What follows belongs to an exercise in optimizing a design on an open flow for small area; a production flow would make more cautious choices. In this exercise RTL edits were held to simulation tests only and were not proved equivalent to the original. Power is estimated from default activity; no workload was simulated.

--- config.mk ---
export PLATFORM = sky130hd
export DESIGN_NAME = core
export DESIGN_NICKNAME = core
export VERILOG_FILES = /design/flow/design.v
export SDC_FILE = /design/flow/constraint.sdc
export NUM_CORES = 4
export LEC_CHECK = 0
export CAP_MARGIN = 20
export CORE_MARGIN = 2
export CORE_UTILIZATION = 40
export PLACE_DENSITY = 0.6
export SLEW_MARGIN = 20
--- constraint.sdc ---
create_clock -name core_clock -period 8.0 [get_ports {clk}]
set_input_delay 1.6000 -clock core_clock [delete_from_list [all_inputs] [get_ports {clk}]]
set_output_delay 1.6000 -clock core_clock [all_outputs]
set_load 0.01 [all_outputs]
--- design.v ---
module core (
    input wire          clk,
    input wire          a_rst,
    input wire          i_mem_rdy,
    input wire[15:0]    i_mem_data,
    output wire[15:0]   i_mem_adr
);
reg [1:0]  pipe_status;
reg        halt_flag;
reg [1:0]  fe_status;    
reg [15:0] ir;
reg [14:0] pc;           
reg [3:0]  qp0;
reg [15:0] ex_result;
reg [3:0]  ex_rd;
reg [1:0]  ex_ws;        
wire ws_reg = ~ex_ws[1] &  ex_ws[0];
wire ws_qp  =  ex_ws[1] & ~ex_ws[0];
wire ws_pc  =  ex_ws[1] &  ex_ws[0];
wire ex_selected = ex_ws[1] | ex_ws[0];
wire top0       = ~ir[15] & ~ir[14] & ~ir[13] & ~ir[12];
wire maybe_movr = ir[6] & ir[5] & ir[4];
wire maybe_movi = ir[14] & ir[13] & ir[12];
wire is_alu_rr_q = top0 & ir[7] & ~maybe_movr;
wire is_alu_ri_q = ir[15] & ~maybe_movi;
wire is_alu_r_r  = top0 & ir[7] & maybe_movr;
wire is_alu_i_r  = ir[15] & maybe_movi;
wire is_jump_r   = top0 & ~ir[7] & ~ir[6];
wire is_ld       = ~ir[15] & ~ir[14] & ir[13] & ~ir[12];
wire is_ld_q     = is_ld & ir[8];
wire is_mem      = ~ir[15] & ir[14];
wire is_ld_mem   = is_mem & ir[13];
wire is_stop     = top0 & (ir[7:0] == 8'h00);
wire sel_b       = is_mem | is_ld | ir[15];
wire [2:0] sel_alu = is_alu_rr_q ? ir[6:4] : (is_alu_ri_q ? ir[14:12] : {3{is_ld}});
wire rd_is_front = ~(is_alu_r_r | is_alu_i_r | is_jump_r);
wire [3:0] id_sel_rd = is_ld_mem ? ir[11:8] : ir[3:0];
wire bs = ~is_mem;
wire fe_jump  = top0 & ~ir[7] & ~ir[6] & ~ir[5];
wire fe_wait  = fe_status[1] & ~fe_status[0];
wire fe_valid = fe_status[1] & fe_status[0];
wire hold_clr = ws_pc & (pipe_status[0] | pipe_status[1]);
wire status_next_wait = (fe_wait | (fe_jump & fe_valid) | halt_flag) & ~hold_clr;
wire fe_hold  = status_next_wait | ~i_mem_rdy;
wire fetch_rdy = fe_valid & ~fe_hold;
always @(posedge clk or negedge a_rst) begin
    if (~a_rst) begin
        fe_status <= 2'b00;
    end else if (fe_status[1]) begin
        fe_status <= {1'b1, ~status_next_wait};
    end else begin
        fe_status <= {~fe_hold, ~fe_hold};
    end
end
always @(posedge clk or negedge a_rst) begin
    if (~a_rst) begin
        ir <= 16'b0;
    end else if (~fe_hold) begin
        ir <= i_mem_data;
    end
end
always @(posedge clk or negedge a_rst) begin
    if (~a_rst) begin
        pipe_status <= 2'b00;
    end else begin
        case (pipe_status)
        2'b00: pipe_status <= {1'b0, fetch_rdy};
        2'b01: pipe_status <= {fetch_rdy, ~fetch_rdy};
        2'b10: pipe_status <= {1'b1, fetch_rdy};
        2'b11: pipe_status <= 2'b11;
        endcase
    end
end
always @(posedge clk or negedge a_rst) begin
    if (~a_rst) begin
        halt_flag <= 1'b0;
    end else begin
        halt_flag <= is_stop & pipe_status[0];
    end
end
wire pc_hold = ~fetch_rdy | halt_flag;
always @(posedge clk or negedge a_rst) begin
    if (~a_rst) begin
        pc <= 15'h0000;
    end else if (~pc_hold) begin
        pc <= (ws_pc ? ex_result[15:1] : pc) + 15'd1;
    end
end
assign i_mem_adr = {pc, 1'b0};
wire qp_clr = ~pipe_status[0] & ~pipe_status[1];
wire qp_ws = ws_qp | qp_clr;
wire [3:0] qp_val = qp_clr ? 4'b0000 : ex_result[3:0];
wire [3:0] qp = (qp_ws & ~pc_hold) ? qp_val : qp0;
always @(posedge clk or negedge a_rst) begin
    if (~a_rst) begin
        qp0 <= 4'b0;
    end else if (rd_is_front & ~pc_hold) begin
        qp0 <= qp_ws ? qp_val : qp0 + 4'd1;
    end
end
reg [15:0] file [0:15];
reg [15:0] valid;
integer i;
always @(posedge clk or negedge a_rst) begin
    if (~a_rst) begin
        valid <= 16'b0;
    end else if (ws_reg) begin
        valid[ex_rd] <= 1'b1;
    end
end
always @(posedge clk) begin
    if (ws_reg) begin
        file[ex_rd] <= ex_result;
    end
end
wire [3:0] sel_ra = ir[11:8];
wire [3:0] sel_rb = ir[3:0];
wire fwd_a = (sel_ra == ex_rd);
wire fwd_b = (sel_rb == ex_rd);
wire [15:0] rsel_a = valid & (16'b1 << sel_ra) & {16{~fwd_a}};
wire [15:0] rsel_b = valid & (16'b1 << sel_rb) & {16{~fwd_b & ~sel_b}};
reg [15:0] ra_val;
reg [15:0] rb_val;
integer k;
always @(*) begin
    ra_val = {16{fwd_a}} & ex_result;
    rb_val = ({16{fwd_b & ~sel_b}} & ex_result) | ({16{sel_b}} & {8'b0, ir[7:0]});
    for (k = 0; k < 16; k = k + 1) begin
        ra_val = ra_val | ({16{rsel_a[k]}} & file[k]);
        rb_val = rb_val | ({16{rsel_b[k]}} & file[k]);
    end
end
wire [15:0] opr_a = ra_val;
wire [15:0] opr_b = rb_val;
wire sub_bit = ~sel_alu[2] & sel_alu[0];
wire [15:0] opr_bx = opr_b ^ {16{sub_bit}};
wire [15:0] p = opr_a ^ opr_bx;
wire [15:0] g = opr_a & opr_bx;
reg [16:0] carry;
integer j;
always @(*) begin
    carry[0] = sub_bit;
    for (j = 0; j < 16; j = j + 1) begin
        carry[j+1] = g[j] | (p[j] & carry[j]);
    end
end
wire low_carry = carry[15];
wire high_carry = carry[16];
wire v_flag = high_carry ^ low_carry;
wire m_p = (sel_alu[2:1] == 2'b00) | (sel_alu == 3'b101) | (sel_alu == 3'b110);
wire m_g = (sel_alu[2:1] == 2'b10);
wire m_b = (sel_alu == 3'b111);
wire m_c = (sel_alu[2:1] == 2'b00);
wire m_f = (sel_alu[2:1] == 2'b01);
wire [15:0] alu_out = (({16{m_p}} & p) | ({16{m_g}} & g) | ({16{m_b}} & opr_b))
                    ^ ({16{m_c}} & carry[15:0])
                    | {14'b0, {2{m_f}} & {v_flag, high_carry}};
wire ex_en = bs | ~ex_selected;
wire [3:0] e_sel_rd = rd_is_front ? qp : id_sel_rd;
always @(posedge clk or negedge a_rst) begin
    if (~a_rst) begin
        ex_result <= 16'b0;
        ex_rd <= 4'b0;
    end else if (ex_en) begin
        ex_result <= alu_out;
        ex_rd <= e_sel_rd;
    end
end
always @(posedge clk or negedge a_rst) begin
    if (~a_rst) begin
        ex_ws <= 2'b00;
    end else if (~bs) begin
        ex_ws <= 2'b00;
    end else if (is_jump_r) begin
        ex_ws <= 2'b11;
    end else if (is_ld_q) begin
        ex_ws <= 2'b10;
    end else begin
        ex_ws <= 2'b01;
    end
end
endmodule
--- run.sh ---
#!/bin/bash
# synth_recipe.tcl (not shown) runs the flow's synth.tcl, then flattens the netlist and writes it again
# the make line also repeats each setting of config.mk as NAME=value (left out here)
make -C /OpenROAD-flow-scripts/flow DESIGN_CONFIG=/design/flow/config.mk WORK_HOME=/design/flow/orfs CLKGATE_MAP_FILE= SYNTH_SCRIPT=/design/flow/synth_recipe.tcl finish
==> impl_metrics.json, run 1 <==
{
  "tns_ps": 0,
  "worst_reg_to_reg_setup_slack_ps": 2340,
  "ctsRootBufferMaster": "sky130_fd_sc_hd__clkbuf_16",
  "async_reset_ff_share_pct": 23.4,
  "gr-total-overflow": 0,
  "diodes": 0,
  "dieHeight_um": 208,
  "p_per_area_mw_per_mm2": 477,
  "floorplan.io_pins": 35,
  "drt_pre_antenna_iters": 12,
  "synthesis.instances": 1419,
  "syn_avg_cell_area_um2": 11.8,
  "clock-skew-final_ps": 11.4,
  "netlist-cell-type-count": 83,
  "cap_violations": 0,
  "routabilityCongestion": 0.911,
  "max_slew.worst_pin.slew_ps": 1290,
  "largest_fanout_on_the_critical_path": 17,
  "grt_setup_unrepaired": "no",
  "wire_per_inst_um": 31.7,
  "most_numerous_cell_in_the_yosys_netlist": "sky130_fd_sc_hd__edfxtp_1",
  "cell_types_with_the_largest_area_share_after_synthesis": "sky130_fd_sc_hd__edfxtp_1 (46%), sky130_fd_sc_hd__dfrtp_1 (12%), sky130_fd_sc_hd__a22oi_1 (5.7%), sky130_fd_sc_hd__a222oi_1 (4.2%), sky130_fd_sc_hd__nand2_1 (2.6%)",
  "timing.critical_path.slowest_stage_cell": "sky130_fd_sc_hd__dfrtp_1",
  "top_cell_types_by_occurrence_after_synthesis": "sky130_fd_sc_hd__edfxtp_1 (256), sky130_fd_sc_hd__a22oi_1 (127), sky130_fd_sc_hd__nand2_1 (114), sky130_fd_sc_hd__nor2_1 (87), sky130_fd_sc_hd__clkbuf_1 (84)",
  "placement.setup.worst_slack_ps": 2520,
  "peakVddDrop_mv": 0.213,
  "floorplan.core_area_mm2": 0.0410,
  "post_cts.repair.setup_buffers": 0,
  "tritoncts_clock_tree": "done",
  "cts.repair.resized": 0,
  "critical-path-max-stage-delay_ps": 760,
  "sum_of_routed_wire_length_over_all_layers_mm": 64.0,
  "netlist.area_leader.share_pct": 46.1,
  "final_cell_count_no_fill": 2016,
  "htreeDepth": 2,
  "numPlacedInstances": 1946,
  "num_rows": 74,
  "grt_max_degree": 64,
  "fin_area_mm2": 0.0192,
  "grtUsageTotal_pct": 29.2,
  "timing.fmax_ghz": 0.177,
  "first_global_vias": 13582,
  "postLayoutSetupSlackWorst_ps": 2340,
  "ys.warnings.count": 1,
  "timing.final.crit_share_pct": 70.7,
  "crit_path_start_kind": "flop",
  "post-dp-hpwl_mm": 38.4,
  "cts_buffers": 38,
  "cpMostUsedCell": "sky130_fd_sc_hd__and3_1",
  "hold_path_class": "reg2reg",
  "grt_antenna_before_repair": 0,
  "path_class": "reg2reg",
  "clock_sinks": 334,
  "worstSkewPairLatency_ps": 550,
  "relative_area_change_from_synthesis_to_final_layout_pct": 14.9,
  "grt_pass1_wl_mm": 92.8,
  "worstPathRequired_ps": 8380,
  "die-width_um": 208,
  "routed-via-count": 14026,
  "multi_input_area_mm2": 0.00673,
  "layout_min_cycle_time_ps": 5660,
  "synth_enable_flop_cells": 256,
  "hold_violations": 0,
  "initial_core_util_pct": 40.7,
  "ys_seq_elements": 334,
  "synth-main-ff-cell": "sky130_fd_sc_hd__edfxtp_1",
  "final-max-slew-violation-count": 0,
  "die-area_mm2": 0.0434,
  "drive_above_1_share_pct": 13.3,
  "status": "timing/DRC/antenna clean",
  "postPlaceCellArea_mm2": 0.0179,
  "drtAntennaViolNets": 0,
  "clock_buffer_depth": 3,
  "synth_nets": 1461,
  "port-buffer-count": 33,
  "power.static_leakage_nw": 6.69,
  "path_clk_slew_ps": 50,
  "critPathArrivalTime_ps": 6040,
  "n_fill_cell": 3664,
  "cts_hold_repair.buffers": 0,
  "syn_area_mm2": 0.0167,
  "timing.critical_path.cells": "xor2_1 -> nor4_4 -> buf_4 -> nor4_1 -> and3_1 -> a222oi_1 -> and3_1 -> nand4_1 -> xor2_1 -> ha_1 -> and3_1 -> a221oi_1 -> o21bai_1 -> a21oi_1 -> nand2b_1 -> o31ai_1 -> o311ai_2 -> xnor2_1 -> o21ai_1",
  "setup_viol": 0,
  "yosys.area.top_type": "sky130_fd_sc_hd__edfxtp_1",
  "drt_drc_violations_left": 0,
  "layout.nets": 1496,
  "drt_initial_violations": 2924,
  "worstSetupEndpointType": "flop",
  "maxSlewHeadroom_pct": 13.8,
  "ys_seq_area_share_pct": 57.8,
  "seq_area_mm2": 0.00964,
  "drt_via_density": 6.96
}
==> worst max-delay path, delay by kind of cell, from the launching register on <==
kind	cells	cell delay (ps)
AO/OA/AOI/OAI	7	1680
XOR/XNOR	3	590
adder cells (fa/ha/maj)	1	350
buffers and inverters	1	330
flip-flops	1	760
AND/OR/NAND/NOR	7	1760
==> logic make-up after synthesis <==
group | Yosys count | share of synthesized area, %
muxes | 33 | 2.11
AOI/OAI and AO/OA | 435 | 20.1
other | 1 | 0.0225
and+or+nand+nor | 438 | 13.5
DFF | 334 | 57.8
xor gates and xnor gates | 35 | 1.84
adders and majority gates | 23 | 1.72
buffers and inverters | 120 | 2.94
==> path summary, 6_finish.rpt <==
check                      depth (start not counted)                      from                   endpoint
setup / recovery                                  19         ir[2]$_DFFE_PN0P_  ex_result[14]$_DFFE_PN0P_
setup reg to reg                                  19         ir[2]$_DFFE_PN0P_  ex_result[14]$_DFFE_PN0P_
min in group asynchronous                          1                     a_rst          pc[3]$_DFFE_PN0N_
max in group asynchronous                          2                     a_rst  ex_result[13]$_DFFE_PN0P_
hold / removal                                     1  pipe_status[1]$_DFF_PN0_   pipe_status[1]$_DFF_PN0_
hold reg to reg                                    1  pipe_status[1]$_DFF_PN0_   pipe_status[1]$_DFF_PN0_
==> sequential cells by signal, indices dropped and copies added (netlist names), 4 cells and up, named ones only <==
register / flops
ir: 16
pc: 15
ex_rd: 4
file: 256
valid: 16
ex_result: 16
qp0: 4
==> layer usage <==
metal / global-route usage (%) / wire (µm)
met1: 38.8 / 24100
met2: 43.3 / 26700
met3: 8.14 / 8890
met4: 15.9 / 4290
met5: 0 / 0
==> layout by cell type (no fill, tap or decap), drive strengths merged, types with 24 or more instances in the layout <==
| cell type | n |
|---|---|
| edfxtp | 256 |
| a22oi | 127 |
| nand2 | 114 |
| nor2 | 89 |
| dfrtp | 78 |
| a222oi | 70 |
| buf | 69 |
| nand3 | 61 |
| clkbuf | 50 |
| o21ai | 41 |
| a21oi | 35 |
| and3 | 33 |
| clkdlybuf4s50 | 32 |
| nand4 | 29 |
| nor3 | 24 |
==> where the power goes <==
part / internal (W) / leakage [nW] / total (W) / switching (W)
Combinational: 0.00160 / 2.83 / 0.00446 / 0.00286
Sequential: 0.00248 / 3.24 / 0.00292 / 0.000440
Clock: 0.00105 / 0.617 / 0.00178 / 0.000730
==> per-stage QoR <==
| stage | util (%) | hold slack, ps | total power [W] |
|---|---|---|---|
| after global placement | 43.7 | 458 | 0.00720 |
| after floorplan | - | 442 | 0.00566 |
| after CTS | 46.8 | 489 | 0.00902 |
| final | 46.8 | 489 | 0.00915 |
| after detailed placement | 43.7 | 475 | 0.00723 |
| after global routing | 46.8 | 505 | 0.00961 |
==> layout make-up <==
class	instances	area share, %
tap	532	3.47
clock buffer	50	5.35
sequential	334	50.2
clock inverter	20	1.20
timing repair buffer	101	4.37
inverter	14	0.274
multi-input combinational	965	35.1
==> inputs of run 2 (changes only) <==
==> flow/run.sh (new file) <==
#!/bin/bash
# Standard synthesis, then an area-oriented re-mapping of its combinational logic (flip-flops
# untouched), then the standard layout from floorplan to finish.
set -euo pipefail
# Clock tree: no dummy loads, larger sink clusters of clkbuf_16. Port buffers: buf_1.
export CTS_ARGS="-sink_clustering_enable -repair_clock_nets -dont_use_dummy_load -buf_list sky130_fd_sc_hd__clkbuf_16 -sink_clustering_size 25 -sink_clustering_max_diameter 80"
export BUFFER_PORTS_ARGS="-buffer_cell sky130_fd_sc_hd__buf_1"
R=orfs/results/$FLOW_PLATFORM/core/base
bash standard.sh synth > synth.log 2>&1
cp $R/1_2_yosys.v $R/1_2_yosys_std.v
REMAP_LIB=$FLOW_HOME/platforms/$FLOW_PLATFORM/lib/sky130_fd_sc_hd__tt_025C_1v80.lib \
REMAP_SEQ=flow/seqcells.txt REMAP_IN=$R/1_2_yosys_std.v REMAP_OUT=$R/1_2_yosys.v REMAP_STAT=remap \
REMAP_ABC=flow/area.abc REMAP_DONT_USE="*probe* *lpflow*" \
  yosys -c flow/remap.tcl > remap.log 2>&1
touch $R/1_2_yosys.v
bash standard.sh > layout.log 2>&1
==> flow/area.abc (new file) <==
strash
&get -n
&st
&dch
&nf -R 1000
&put
strash
&get -n
&st
&dch
&nf -R 1000
&put
==> flow/remap.tcl (new file) <==
# Re-maps the combinational logic of the standard synthesis's netlist for area.
# The flip-flops stay as they are: same instances, names and cell types.
yosys -import
set lib $::env(REMAP_LIB)
set seq [split [string trim [read [open $::env(REMAP_SEQ)]]] "\n"]
read_liberty -ignore_miss_func -ignore_miss_dir $lib
read_verilog $::env(REMAP_IN)
hierarchy -top $::env(FLOW_TOP)
foreach c $seq { catch { blackbox $c } }
flatten
opt_clean -purge
tee -o $::env(REMAP_STAT).before.stat stat
set dont {}
foreach c $::env(REMAP_DONT_USE) { lappend dont -dont_use $c }
abc -liberty $lib {*}$dont -script $::env(REMAP_ABC)
opt_clean -purge
hilomap -singleton -hicell sky130_fd_sc_hd__conb_1 HI -locell sky130_fd_sc_hd__conb_1 LO
splitnets
opt_clean -purge
tee -o $::env(REMAP_STAT).after.stat stat -liberty $lib
write_verilog -noattr -noexpr -nohex -nodec $::env(REMAP_OUT)
==> flow/seqcells.txt (new file) <==
sky130_fd_sc_hd__dfbbn_1
sky130_fd_sc_hd__dfbbn_2
sky130_fd_sc_hd__dfbbp_1
sky130_fd_sc_hd__dfrbp_1
sky130_fd_sc_hd__dfrbp_2
sky130_fd_sc_hd__dfrtn_1
sky130_fd_sc_hd__dfrtp_1
sky130_fd_sc_hd__dfrtp_2
sky130_fd_sc_hd__dfrtp_4
sky130_fd_sc_hd__dfsbp_1
sky130_fd_sc_hd__dfsbp_2
sky130_fd_sc_hd__dfstp_1
sky130_fd_sc_hd__dfstp_2
sky130_fd_sc_hd__dfstp_4
sky130_fd_sc_hd__dfxbp_1
sky130_fd_sc_hd__dfxbp_2
sky130_fd_sc_hd__dfxtp_1
sky130_fd_sc_hd__dfxtp_2
sky130_fd_sc_hd__dfxtp_4
sky130_fd_sc_hd__dlclkp_1
sky130_fd_sc_hd__dlclkp_2
sky130_fd_sc_hd__dlclkp_4
sky130_fd_sc_hd__dlrbn_1
sky130_fd_sc_hd__dlrbn_2
sky130_fd_sc_hd__dlrbp_1
sky130_fd_sc_hd__dlrbp_2
sky130_fd_sc_hd__dlrtn_1
sky130_fd_sc_hd__dlrtn_2
sky130_fd_sc_hd__dlrtn_4
sky130_fd_sc_hd__dlrtp_1
sky130_fd_sc_hd__dlrtp_2
sky130_fd_sc_hd__dlrtp_4
sky130_fd_sc_hd__dlxbn_1
sky130_fd_sc_hd__dlxbn_2
sky130_fd_sc_hd__dlxbp_1
sky130_fd_sc_hd__dlxtn_1
sky130_fd_sc_hd__dlxtn_2
sky130_fd_sc_hd__dlxtn_4
sky130_fd_sc_hd__dlxtp_1
sky130_fd_sc_hd__edfxbp_1
sky130_fd_sc_hd__edfxtp_1
sky130_fd_sc_hd__lpflow_inputisolatch_1
sky130_fd_sc_hd__sdfbbn_1
sky130_fd_sc_hd__sdfbbn_2
sky130_fd_sc_hd__sdfbbp_1
sky130_fd_sc_hd__sdfrbp_1
sky130_fd_sc_hd__sdfrbp_2
sky130_fd_sc_hd__sdfrtn_1
sky130_fd_sc_hd__sdfrtp_1
sky130_fd_sc_hd__sdfrtp_2
sky130_fd_sc_hd__sdfrtp_4
sky130_fd_sc_hd__sdfsbp_1
sky130_fd_sc_hd__sdfsbp_2
sky130_fd_sc_hd__sdfstp_1
sky130_fd_sc_hd__sdfstp_2
sky130_fd_sc_hd__sdfstp_4
sky130_fd_sc_hd__sdfxbp_1
sky130_fd_sc_hd__sdfxbp_2
sky130_fd_sc_hd__sdfxtp_1
sky130_fd_sc_hd__sdfxtp_2
sky130_fd_sc_hd__sdfxtp_4
sky130_fd_sc_hd__sdlclkp_1
sky130_fd_sc_hd__sdlclkp_2
sky130_fd_sc_hd__sdlclkp_4
sky130_fd_sc_hd__sedfxbp_1
sky130_fd_sc_hd__sedfxbp_2
sky130_fd_sc_hd__sedfxtp_1
sky130_fd_sc_hd__sedfxtp_2
sky130_fd_sc_hd__sedfxtp_4
==> standard.sh (new file) <==
#!/bin/bash
# synth_recipe.tcl (not shown) runs the flow's synth.tcl, then flattens the netlist and writes it again
# the make line also repeats each setting of config.mk as NAME=value (left out here)
make -C /OpenROAD-flow-scripts/flow DESIGN_CONFIG=/design/flow/config.mk WORK_HOME=/design/flow/orfs CLKGATE_MAP_FILE= SYNTH_SCRIPT=/design/flow/synth_recipe.tcl "${@:-finish}"
--- a/config.mk
+++ b/config.mk
@@ -5,8 +5,9 @@
 export SDC_FILE = /design/flow/constraint.sdc
 export NUM_CORES = 4
 export LEC_CHECK = 0
-export CAP_MARGIN = 20
+export CAP_MARGIN = 5
 export CORE_MARGIN = 2
 export CORE_UTILIZATION = 40
+export GPL_TIMING_DRIVEN = 0
 export PLACE_DENSITY = 0.6
-export SLEW_MARGIN = 20
+export SLEW_MARGIN = 5
removed: run.sh
==> run 2 against run 1 <==
Synthesized cell count decreased by 12%. Design area shrank 11%. Critical endpoint is now ex_result[1]$_DFFE_PN0P_. Die area is 7.7% lower. Cell count shrank 9.0%. Count of clock-buffer cells in the layout is 31 lower. Area after synthesis decreased by 7.8%. Non-clock buffer count down 42. Sequential share of layout area grew 6.1 points. Largest power group is now sequential cells.
==> impl_metrics.json, run 2 <==
{
  "grt_use_met1_pct": 38.0,
  "worst_reg_to_reg_setup_slack_ps": 1160,
  "worstSkewPairLatency_ps": 550,
  "diodes": 0,
  "grt_pass1_wl_mm": 82.4,
  "grt_max_degree": 37,
  "critPathLaunch": "ir[3]$_DFFE_PN0P_",
  "path_class": "reg2reg",
  "n_fill_cell": 3436,
  "drt_pre_antenna_iters": 11,
  "grtUsageTotal_pct": 27.6,
  "sum_of_routed_wire_length_over_all_layers_mm": 56.8,
  "p_per_area_mw_per_mm2": 313,
  "htreeDepth": 1,
  "post_cts.repair.setup_buffers": 0,
  "gr-max-usage-layer": "met2",
  "ctsRootBufferMaster": "sky130_fd_sc_hd__clkbuf_16",
  "die-area_mm2": 0.0400,
  "routabilityCongestion": 0.926,
  "floorplan.io_pins": 35,
  "grt_antenna_before_repair": 0,
  "critPathArrivalTime_ps": 7250,
  "cts.repair.resized": 0,
  "timing.final.crit_share_pct": 85.5,
  "synthesis.instances": 1246,
  "relative_area_change_from_synthesis_to_final_layout_pct": 11.2,
  "setup_viol": 0,
  "dieHeight_um": 200,
  "mostFrequentLayoutCells": "sky130_fd_sc_hd__edfxtp_1 (256), sky130_fd_sc_hd__nand2_1 (128), sky130_fd_sc_hd__a222oi_1 (107)",
  "reg_with_most_ffs": "file",
  "gr-total-overflow": 0,
  "layout.core_utilization_pct": 45.3,
  "initial_core_util_pct": 40.7,
  "met3_usage_pct": 6.36,
  "seq_power_share_pct": 54.9,
  "timing.critical_path.slowest_stage_cell": "sky130_fd_sc_hd__dfrtp_1",
  "final-max-slew-violation-count": 0,
  "portion_of_total_power_attributed_to_combinational_logic_pct": 26.9,
  "numPlacedInstances": 1816,
  "hold_path_startpoint": "pc[14]$_DFFE_PN0N_",
  "syn_area_mm2": 0.0154,
  "syn_avg_cell_area_um2": 12.3,
  "layout.nets": 1345,
  "worstPathRequired_ps": 8420,
  "hold_violations": 0,
  "crit_path_start_kind": "flop",
  "grt_setup_unrepaired": "no",
  "drt_initial_violations": 3017,
  "maxSlewHeadroom_pct": 8.53,
  "critical-path-max-stage-delay_ps": 730,
  "total_switching_power_w": 0.00203,
  "cp_num_buf_inv": 0,
  "tritoncts_clock_tree": "done",
  "clock_sinks": 334,
  "ys.warnings.count": 1,
  "final_cell_count_no_fill": 1835,
  "peakVddDrop_mv": 0.194,
  "drt_via_density": 7.04,
  "clock_buffer_depth": 3,
  "path_clk_slew_ps": 90,
  "max_slew.worst_pin.slew_ps": 1370,
  "timing.fmax_ghz": 0.146,
  "floorplan.core_area_mm2": 0.0378,
  "largest_fanout_on_the_critical_path": 15,
  "global_route.usage.met2_pct": 41.4,
  "cap_violations": 0,
  "power_switching_share_pct": 37.9,
  "drtAntennaViolNets": 0,
  "num_rows": 71,
  "cts_hold_repair.buffers": 0,
  "synth_nets": 1265,
  "layout.cells.most_common": "sky130_fd_sc_hd__edfxtp_1",
  "drt_drc_violations_left": 0,
  "postPlaceCellArea_mm2": 0.0166,
  "cts_buffers": 19,
  "wire_per_inst_um": 30.9,
  "power.internal_w": 0.00333,
  "port-buffer-count": 33,
  "fin_area_mm2": 0.0171,
  "first_global_vias": 12433,
  "routed-via-count": 12912,
  "status": "timing/DRC/antenna clean",
  "path_delay_family": "compound AO/OA/AOI/OAI gates",
  "worstSetupEndpointType": "flop",
  "clock-skew-final_ps": 45.8,
  "part_of_the_total_power_dissipated_in_the_clock_network_pct": 18.2,
  "hold_path_class": "reg2reg",
  "rr_startpoint": "ir[3]$_DFFE_PN0P_",
  "post-dp-hpwl_mm": 35.0,
  "power.static_leakage_nw": 5.56,
  "timing.critical_path.cells": "xnor2_1 -> nand4_1 -> nand3_1 -> nor2_1 -> and3_1 -> a222oi_1 -> nand4_1 -> nor3_1 -> xor2_1 -> a41oi_1 -> nand2_1 -> a211oi_1 -> o21ai_0 -> a41oi_1 -> nand2_1 -> nand3b_1 -> nand3_1 -> o21bai_1 -> a31oi_1 -> mux2i_1 -> a221o_1",
  "layout_min_cycle_time_ps": 6840,
  "die-width_um": 200,
  "drive_above_1_share_pct": 5.59,
  "max_reg_flops": 256
}
-- run 2: cell type report --
type	instances	area [µm²]	area share (%)
flip-flops and latches	334	9640	56.4
multi-input cells	908	5880	34.4
well taps	511	639	3.74
clock buffers	19	475	2.78
repair buffers	59	448	2.62
inverters	4	15.0	0.0878
-- run 2: path summary, 6_finish.rpt --
kind | end | cells past startpoint
min in group asynchronous | ex_result[15]$_DFFE_PN0P_ | 1
setup / recovery | ex_result[1]$_DFFE_PN0P_ | 21
hold / removal | pc[14]$_DFFE_PN0N_ | 2
setup reg to reg | ex_result[1]$_DFFE_PN0P_ | 21
max in group asynchronous | valid[13]$_DFFE_PN0P_ | 3
hold reg to reg | pc[14]$_DFFE_PN0N_ | 2
-- run 2: metrics by stage --
stage                     hold slack (ps)  setup slack (ps)  setup TNS, ps  total power [W]
final                                 507              1160              0          0.00536
after global routing                  543               853              0          0.00556
after CTS                             511              1530              0          0.00531
after detailed placement              499              1530              0          0.00436
after global placement                488             -3930         -50880          0.00426
after floorplan                       471              1890              0          0.00363
-- run 2: worst reg2reg max path: stages, from the launching register on --
cell	delay, ps
sky130_fd_sc_hd__dfrtp_1	730
sky130_fd_sc_hd__xnor2_1	190
sky130_fd_sc_hd__nand4_1	190
sky130_fd_sc_hd__nand3_1	350
sky130_fd_sc_hd__nor2_1	150
sky130_fd_sc_hd__and3_1	620
sky130_fd_sc_hd__a222oi_1	590
sky130_fd_sc_hd__nand4_1	160
sky130_fd_sc_hd__nor3_1	590
sky130_fd_sc_hd__xor2_1	200
sky130_fd_sc_hd__a41oi_1	530
sky130_fd_sc_hd__nand2_1	190
sky130_fd_sc_hd__a211oi_1	250
sky130_fd_sc_hd__o21ai_0	120
sky130_fd_sc_hd__a41oi_1	280
sky130_fd_sc_hd__nand2_1	170
sky130_fd_sc_hd__nand3b_1	120
sky130_fd_sc_hd__nand3_1	120
sky130_fd_sc_hd__o21bai_1	220
sky130_fd_sc_hd__a31oi_1	450
sky130_fd_sc_hd__mux2i_1	190
sky130_fd_sc_hd__a221o_1	320
-- run 2: power by group through the flow --
| stage | combinational, W | sequential, W | clock [W] |
|---|---|---|---|
| 4_1_cts | 0.00140 | 0.00293 | 0.000974 |
| 5_1_grt | 0.00154 | 0.00299 | 0.00103 |
| 3_5_place_dp | 0.00140 | 0.00297 | 0 |
| 2_1_floorplan | 0.000875 | 0.00275 | 0 |
| 3_3_place_gp | 0.00130 | 0.00297 | 0 |
| 6_report | 0.00144 | 0.00294 | 0.000976 |
-- run 2: routing by layer --
layer / share of wire (%) / wire, µm
met5: 0 / 0
met4: 6.0 / 3390
met3: 13 / 7360
met2: 43 / 24200
met1: 38 / 21900
==> inputs of run 3 (changes only) <==
==> flow/area.abc (replaced) <==
strash
&get -n
&st
&dch
&nf -R 1000
&put
strash
&get -n
&st
&dch -f
&nf -R 1000
&put
strash
&get -n
&st
&dch
&nf -R 1000
&put
strash
&get -n
&st
&dch -f
&nf -R 1000
&put
strash
&get -n
&st
&dch
&nf -R 1000
&put
strash
&get -n
&st
&dch -f
&nf -R 1000
&put

==> run 3 against run 2 <==
Sequential power hardly changed. Design area is 2.2% lower. Clock skew is 13 ps lower. Die area is 1.4% lower. Cell count is 3.5% lower. Maximum frequency is 3.9% lower. Count of clock-buffer cells in the layout is 1 lower. Total power is 3.0% lower. Critical path type unchanged. Critical endpoint unchanged. Largest cell class unchanged.
==> impl_metrics.json, run 3 <==
{
  "status": "timing/DRC/antenna clean",
  "hold_path_class": "reg2reg",
  "ctsRootBufferMaster": "sky130_fd_sc_hd__clkbuf_16",
  "cap_violations": 0,
  "dr_wl_met3_mm": 7.29,
  "seq_power_share_pct": 55.9,
  "ys.warnings.count": 1,
  "met1Wirelength_mm": 21.0,
  "grt_setup_unrepaired": "no",
  "reg_with_most_ffs": "file",
  "grt_max_degree": 36,
  "clock-skew-final_ps": 33.0,
  "path_clk_slew_ps": 100,
  "worstHoldPathCells": 2,
  "sum_of_routed_wire_length_over_all_layers_mm": 54.9,
  "critical-path-max-stage-delay_ps": 640,
  "top_signal_layer_used": "met4",
  "gr-total-overflow": 0,
  "floorplan.io_pins": 35,
  "hold_violations": 0,
  "routed-via-count": 12535,
  "maxSlewHeadroom_pct": 5.39,
  "diodes": 0,
  "routabilityCongestion": 0.928,
  "worst_reg_to_reg_setup_slack_ps": 880,
  "die-area_mm2": 0.0395,
  "syn_avg_cell_area_um2": 12.7,
  "portion_of_total_power_attributed_to_combinational_logic_pct": 25.8,
  "largest_fanout_on_the_critical_path": 15,
  "path_class": "reg2reg",
  "htreeDepth": 1,
  "grt_pass1_wl_mm": 79.0,
  "layout_min_cycle_time_ps": 7120,
  "grtUsageTotal_pct": 27.6,
  "hold_path_end": "fe_status[0]$_DFF_PN0_",
  "wire_per_inst_um": 31.0,
  "grt_antenna_before_repair": 0,
  "die-width_um": 199,
  "cts_hold_repair.buffers": 0,
  "peakVddDrop_mv": 0.148,
  "clock_buffer_depth": 3,
  "drt_initial_violations": 2891,
  "fin_area_mm2": 0.0167,
  "postPlaceCellArea_mm2": 0.0163,
  "critPathArrivalTime_ps": 7500,
  "layout.nets": 1281,
  "syn_area_mm2": 0.0152,
  "dieHeight_um": 199,
  "cts.repair.resized": 0,
  "tritoncts_clock_tree": "done",
  "power_switching_share_pct": 36.8,
  "port-buffer-count": 33,
  "route.met2.wl_mm": 23.6,
  "drt_pre_antenna_iters": 13,
  "total_switching_power_w": 0.00191,
  "synthesis.instances": 1190,
  "timing.critical_path.slowest_stage_cell": "sky130_fd_sc_hd__and3_1",
  "max_reg_flops": 256,
  "regToRegEndpoint": "ex_result[1]$_DFFE_PN0P_",
  "power.static_leakage_nw": 5.41,
  "n_fill_cell": 3433,
  "rr_startpoint": "ir[13]$_DFFE_PN0P_",
  "first_global_vias": 11729,
  "timing.final.crit_share_pct": 89.0,
  "drtAntennaViolNets": 0,
  "relative_area_change_from_synthesis_to_final_layout_pct": 10.3,
  "final-max-slew-violation-count": 0,
  "part_of_the_total_power_dissipated_in_the_clock_network_pct": 18.2,
  "p_per_area_mw_per_mm2": 311,
  "placement.setup.worst_slack_ps": 1290,
  "setup_viol": 0,
  "post_cts.repair.setup_buffers": 0,
  "postLayoutSetupSlackWorst_ps": 883,
  "crit_path_start_kind": "flop",
  "synth_nets": 1209,
  "layout.cells.most_common": "sky130_fd_sc_hd__edfxtp_1",
  "drive_above_1_share_pct": 4.76,
  "mostFrequentLayoutCells": "sky130_fd_sc_hd__edfxtp_1 (256), sky130_fd_sc_hd__a222oi_1 (127), sky130_fd_sc_hd__nand2_1 (103)",
  "post-dp-hpwl_mm": 33.1,
  "floorplan.core_area_mm2": 0.0375,
  "drt_via_density": 7.08,
  "cts_buffers": 18,
  "timing.fmax_ghz": 0.141,
  "hold_path_startpoint": "fe_status[1]$_DFF_PN0_",
  "drt_drc_violations_left": 0,
  "max_slew.worst_pin.slew_ps": 1420,
  "initial_core_util_pct": 40.4,
  "worst_r2r_path_depth": 27,
  "worstSetupEndpointType": "flop",
  "power.internal_w": 0.00329,
  "num_rows": 71,
  "worstPathRequired_ps": 8390,
  "clock_sinks": 334,
  "worstSkewPairLatency_ps": 530
}
==> run 3: stage by stage <==
step / hold WS (ps) / power (W) / TNS, ps / utilization [%] / cells
CTS: 526 / 0.00515 / 0 / 44.6 / 1770
finish: 522 / 0.00520 / 0 / 44.6 / 1771
global placement: 502 / 0.00414 / -16930 / 42.5 / 1734
detailed placement: 501 / 0.00423 / 0 / 43.4 / 1752
floorplan: 471 / 0.00358 / 0 / - / 1190
global route: 557 / 0.00541 / 0 / 44.6 / 1771
==> run 3: how the worst max path moves through the flow <==
stage,from,end,cells after the start
2_1_floorplan,ex_rd[3]$_DFFE_PN0P_,ex_result[1]$_DFFE_PN0P_,24
3_3_place_gp,ex_rd[3]$_DFFE_PN0P_,ex_result[1]$_DFFE_PN0P_,23
3_5_place_dp,ir[13]$_DFFE_PN0P_,ex_result[1]$_DFFE_PN0P_,27
4_1_cts,ir[13]$_DFFE_PN0P_,ex_result[1]$_DFFE_PN0P_,27
5_1_grt,ir[13]$_DFFE_PN0P_,ex_result[1]$_DFFE_PN0P_,27
6_report,ir[13]$_DFFE_PN0P_,ex_result[1]$_DFFE_PN0P_,27
==> run 3: area by class of cell <==
| class | instances | area (µm²) | area share, % |
|---|---|---|---|
| sequential | 334 | 9640 | 57.6 |
| multi-input combinational | 850 | 5630 | 33.6 |
| tap | 511 | 639 | 3.82 |
| clock buffer | 18 | 450 | 2.69 |
| timing repair buffer | 52 | 349 | 2.09 |
| inverter | 6 | 22.5 | 0.135 |
==> run 3: layer usage <==
layer	up-vias	GRT usage [%]
li1	5136	-
met1	6076	37.5
met2	1079	41.8
met3	244	6.97
met4	0	12.4
met5	-	0
==> run 3: power groups by stage <==
stage / registers, W / clock network (W) / logic, W
finish: 0.00291 / 0.000948 / 0.00134
global route: 0.00297 / 0.00101 / 0.00143
CTS: 0.00289 / 0.000949 / 0.00130
detailed placement: 0.00293 / 0 / 0.00130
global placement: 0.00293 / 0 / 0.00120
floorplan: 0.00274 / 0 / 0.000839
==> run 3: worst max-delay path: cells and delay by family (launching register included) <==
kind | cells | cell delay [ps]
and+or+nand+nor | 12 | 2870
AOI/OAI and AO/OA | 11 | 2850
DFF | 1 | 480
buffers and inverters | 2 | 440
xor gates and xnor gates | 1 | 150
muxes | 1 | 140
==> inputs of run 4 (changes only) <==
--- a/flow/run.sh
+++ b/flow/run.sh
@@ -13,4 +13,8 @@
 REMAP_ABC=flow/area.abc REMAP_DONT_USE="*probe* *lpflow*" \
   yosys -c flow/remap.tcl > remap.log 2>&1
 touch $R/1_2_yosys.v
-bash standard.sh > layout.log 2>&1
+# Layout with the platform's don't-use list plus the larger buffers, so that repairs use small ones.
+DONT_USE="sky130_fd_sc_hd__probe_p_8 sky130_fd_sc_hd__probec_p_8 sky130_fd_sc_hd__lpflow_*"
+DONT_USE="$DONT_USE sky130_fd_sc_hd__buf_6 sky130_fd_sc_hd__buf_8 sky130_fd_sc_hd__buf_12 sky130_fd_sc_hd__buf_16"
+DONT_USE="$DONT_USE sky130_fd_sc_hd__bufbuf_* sky130_fd_sc_hd__bufinv_*"
+bash standard.sh "DONT_USE_CELLS=$DONT_USE" finish > layout.log 2>&1
==> run 4 against run 3 <==
Flip-flop and latch count is the same. Sequential power about the same. Total power is 0.46% lower. Critical endpoint unchanged. Critical path depth stayed put. Cell count about the same. Worst hold slack hardly changed. Core utilization down 0.28 points. Die area unchanged. First-iteration DRC count rose by 8.7%. Highest routed layer unchanged. Register-to-register slack got worse by 30 ps.
==> impl_metrics.json, run 4 <==
{
  "mostFrequentLayoutCells": "sky130_fd_sc_hd__edfxtp_1 (256), sky130_fd_sc_hd__a222oi_1 (127), sky130_fd_sc_hd__nand2_1 (103)",
  "syn_avg_cell_area_um2": 12.7,
  "post-dp-hpwl_mm": 33.2,
  "drt_pre_antenna_iters": 11,
  "drt_via_density": 7.10,
  "worstPathRequired_ps": 8390,
  "clock-skew-final_ps": 35.1,
  "worstSkewPairLatency_ps": 530,
  "first_global_vias": 11735,
  "synth_nets": 1209,
  "cts.repair.resized": 0,
  "maxSlewHeadroom_pct": 5.99,
  "grt_pass1_wl_mm": 79.2,
  "syn_area_mm2": 0.0152,
  "routabilityCongestion": 0.928,
  "gr-total-overflow": 0,
  "seq_area_mm2": 0.00964,
  "grtUsageTotal_pct": 27.6,
  "initial_core_util_pct": 40.4,
  "reg_with_most_ffs": "file",
  "htreeDepth": 1,
  "hold_violations": 0,
  "layout_min_cycle_time_ps": 7150,
  "postPlaceCellArea_mm2": 0.0162,
  "path_clk_slew_ps": 100,
  "layout.cells.most_common": "sky130_fd_sc_hd__edfxtp_1",
  "ys.warnings.count": 1,
  "drt_drc_violations_left": 0,
  "grt_max_degree": 36,
  "drive_above_1_share_pct": 4.61,
  "max_reg_flops": 256,
  "cap_violations": 0,
  "setup_viol": 0,
  "power.static_leakage_nw": 5.38,
  "path_class": "reg2reg",
  "multi_input_area_mm2": 0.00562,
  "diodes": 0,
  "p_per_area_mw_per_mm2": 311,
  "grt_setup_unrepaired": "no",
  "cts_buffers": 18,
  "port-buffer-count": 33,
  "tritoncts_clock_tree": "done",
  "status": "timing/DRC/antenna clean",
  "synthesis.instances": 1190,
  "die-width_um": 199,
  "peakVddDrop_mv": 0.146,
  "drt_initial_violations": 3143,
  "critPathArrivalTime_ps": 7540,
  "sum_of_routed_wire_length_over_all_layers_mm": 54.8,
  "crit_path_start_kind": "flop",
  "max_slew.worst_pin.slew_ps": 1410,
  "fin_area_mm2": 0.0166,
  "post_cts.repair.setup_buffers": 0,
  "num_rows": 71,
  "routed-via-count": 12569,
  "cts_hold_repair.buffers": 0,
  "fin_total_pwr_w": 0.00518,
  "ctsRootBufferMaster": "sky130_fd_sc_hd__clkbuf_16",
  "floorplan.core_area_mm2": 0.0375,
  "relative_area_change_from_synthesis_to_final_layout_pct": 9.64,
  "timing.final.crit_share_pct": 89.3,
  "n_fill_cell": 3479,
  "largest_fanout_on_the_critical_path": 15,
  "drtAntennaViolNets": 0,
  "worstSetupEndpointType": "flop",
  "die-area_mm2": 0.0395,
  "clock_buffer_depth": 3,
  "hold_path_class": "reg2reg",
  "timing.fmax_ghz": 0.140,
  "floorplan.io_pins": 35,
  "tns_ps": 0,
  "grt_antenna_before_repair": 0,
  "final-max-slew-violation-count": 0,
  "clock_sinks": 334,
  "dieHeight_um": 199,
  "worst_hold_slack_ps": 522,
  "layout.nets": 1280,
  "wire_per_inst_um": 31.0
}
[run 4: worst paths after layout]
path | from | depth (start not counted) | end | slack, ps
worst max-delay path | ir[13]$_DFFE_PN0P_ | 27 | ex_result[1]$_DFFE_PN0P_ | 850
worst min-delay path | fe_status[1]$_DFF_PN0_ | 2 | fe_status[0]$_DFF_PN0_ | 520
worst max register to register | ir[13]$_DFFE_PN0P_ | 27 | ex_result[1]$_DFFE_PN0P_ | 850
worst min register to register | fe_status[1]$_DFF_PN0_ | 2 | fe_status[0]$_DFF_PN0_ | 520
max in group asynchronous | a_rst | 3 | pc[9]$_DFFE_PN0N_ | 5670
min in group asynchronous | a_rst | 1 | ir[4]$_DFFE_PN0P_ | 1050
[run 4: per-layer routing]
layer | wire length [µm] | part of all wire (%) | GRT usage (%)
met5 | 0 | 0 | 0
met4 | 3110 | 5.7 | 11.7
met3 | 7640 | 14 | 7.38
met2 | 23500 | 43 | 42.2
met1 | 20500 | 37 | 37.2
[run 4: layout make-up]
cell class,count,share of cell area [%]
inverters,6,0.136
multi-input cells,850,33.8
repair buffers,51,1.48
flip-flops and latches,334,58.0
clock buffers,18,2.71
well taps,511,3.85
[run 4: stage by stage]
stage                     utilization, %  setup WS (ps)  cells
after detailed placement            43.1           1260   1752
after CTS                           44.3           1220   1770
after global routing                44.3            495   1770
after floorplan                        -           1910   1190
after global placement              42.5          -2150   1734
final                               44.3            855   1770
[run 4: power breakdown]
part	switching [W]	internal, W	total (W)
Sequential	0.000492	0.00242	0.00291
Combinational	0.000871	0.000452	0.00132
Clock	0.000539	0.000404	0.000943
Total	0.00190	0.00327	0.00518
[run 4: worst max-delay path, stage by stage (launching register included)]
cell and delay [ps]:
sky130_fd_sc_hd__dfrtp_1 490, sky130_fd_sc_hd__clkinv_1 170, sky130_fd_sc_hd__o21ai_1 570, sky130_fd_sc_hd__buf_2 330
sky130_fd_sc_hd__nand2b_1 330, sky130_fd_sc_hd__nor2_1 150, sky130_fd_sc_hd__and3_1 630, sky130_fd_sc_hd__a222oi_1 530
sky130_fd_sc_hd__nand3_1 120, sky130_fd_sc_hd__a221o_1 280, sky130_fd_sc_hd__a221oi_1 310, sky130_fd_sc_hd__and4_1 310
sky130_fd_sc_hd__xnor2_1 140, sky130_fd_sc_hd__nor3_1 130, sky130_fd_sc_hd__nor2_1 160, sky130_fd_sc_hd__a21oi_1 80
sky130_fd_sc_hd__nor3_1 220, sky130_fd_sc_hd__o22ai_1 160, sky130_fd_sc_hd__nand2b_1 210, sky130_fd_sc_hd__or3_1 390
sky130_fd_sc_hd__nand3_1 110, sky130_fd_sc_hd__a21oi_1 110, sky130_fd_sc_hd__o21bai_1 210, sky130_fd_sc_hd__nand2_1 100
sky130_fd_sc_hd__a31oi_1 360, sky130_fd_sc_hd__mux2i_1 140, sky130_fd_sc_hd__a22oi_1 150, sky130_fd_sc_hd__o31ai_1 90

[port drivers added, routing unchanged]
The flow's constraints put no driver on any port. The routed layouts listed below were extracted and timed again, unchanged, in two steps. Step 1 assumes that a clkbuf_16 drives the clock port and a buf_2 every other input. Step 2 times the ports against the registers' clock, not the clock port: input delays grow and output delays shrink by t, the midpoint of the rising clock arrivals with the driver on. a / b / c = ideal ports / drivers / drivers and shift; a / b = the first two.
run	t, ns	slack for setup (ns)	worst setup path after step 2	slew at the worst register clock pin (ns)	worst slew at a driven data input, ns
run 1	0.600	2.343 / 2.343 / 2.343	register to register	0.07 / 0.07	0.05
run 2	0.581	1.160 / 1.160 / 1.160	register to register	0.10 / 0.10	0.04
run 3	0.570	0.883 / 0.883 / 0.883	register to register	0.10 / 0.10	0.04
run 4	0.575	0.855 / 0.855 / 0.855	register to register	0.11 / 0.11	0.04
After both steps every run listed still meets setup and hold.
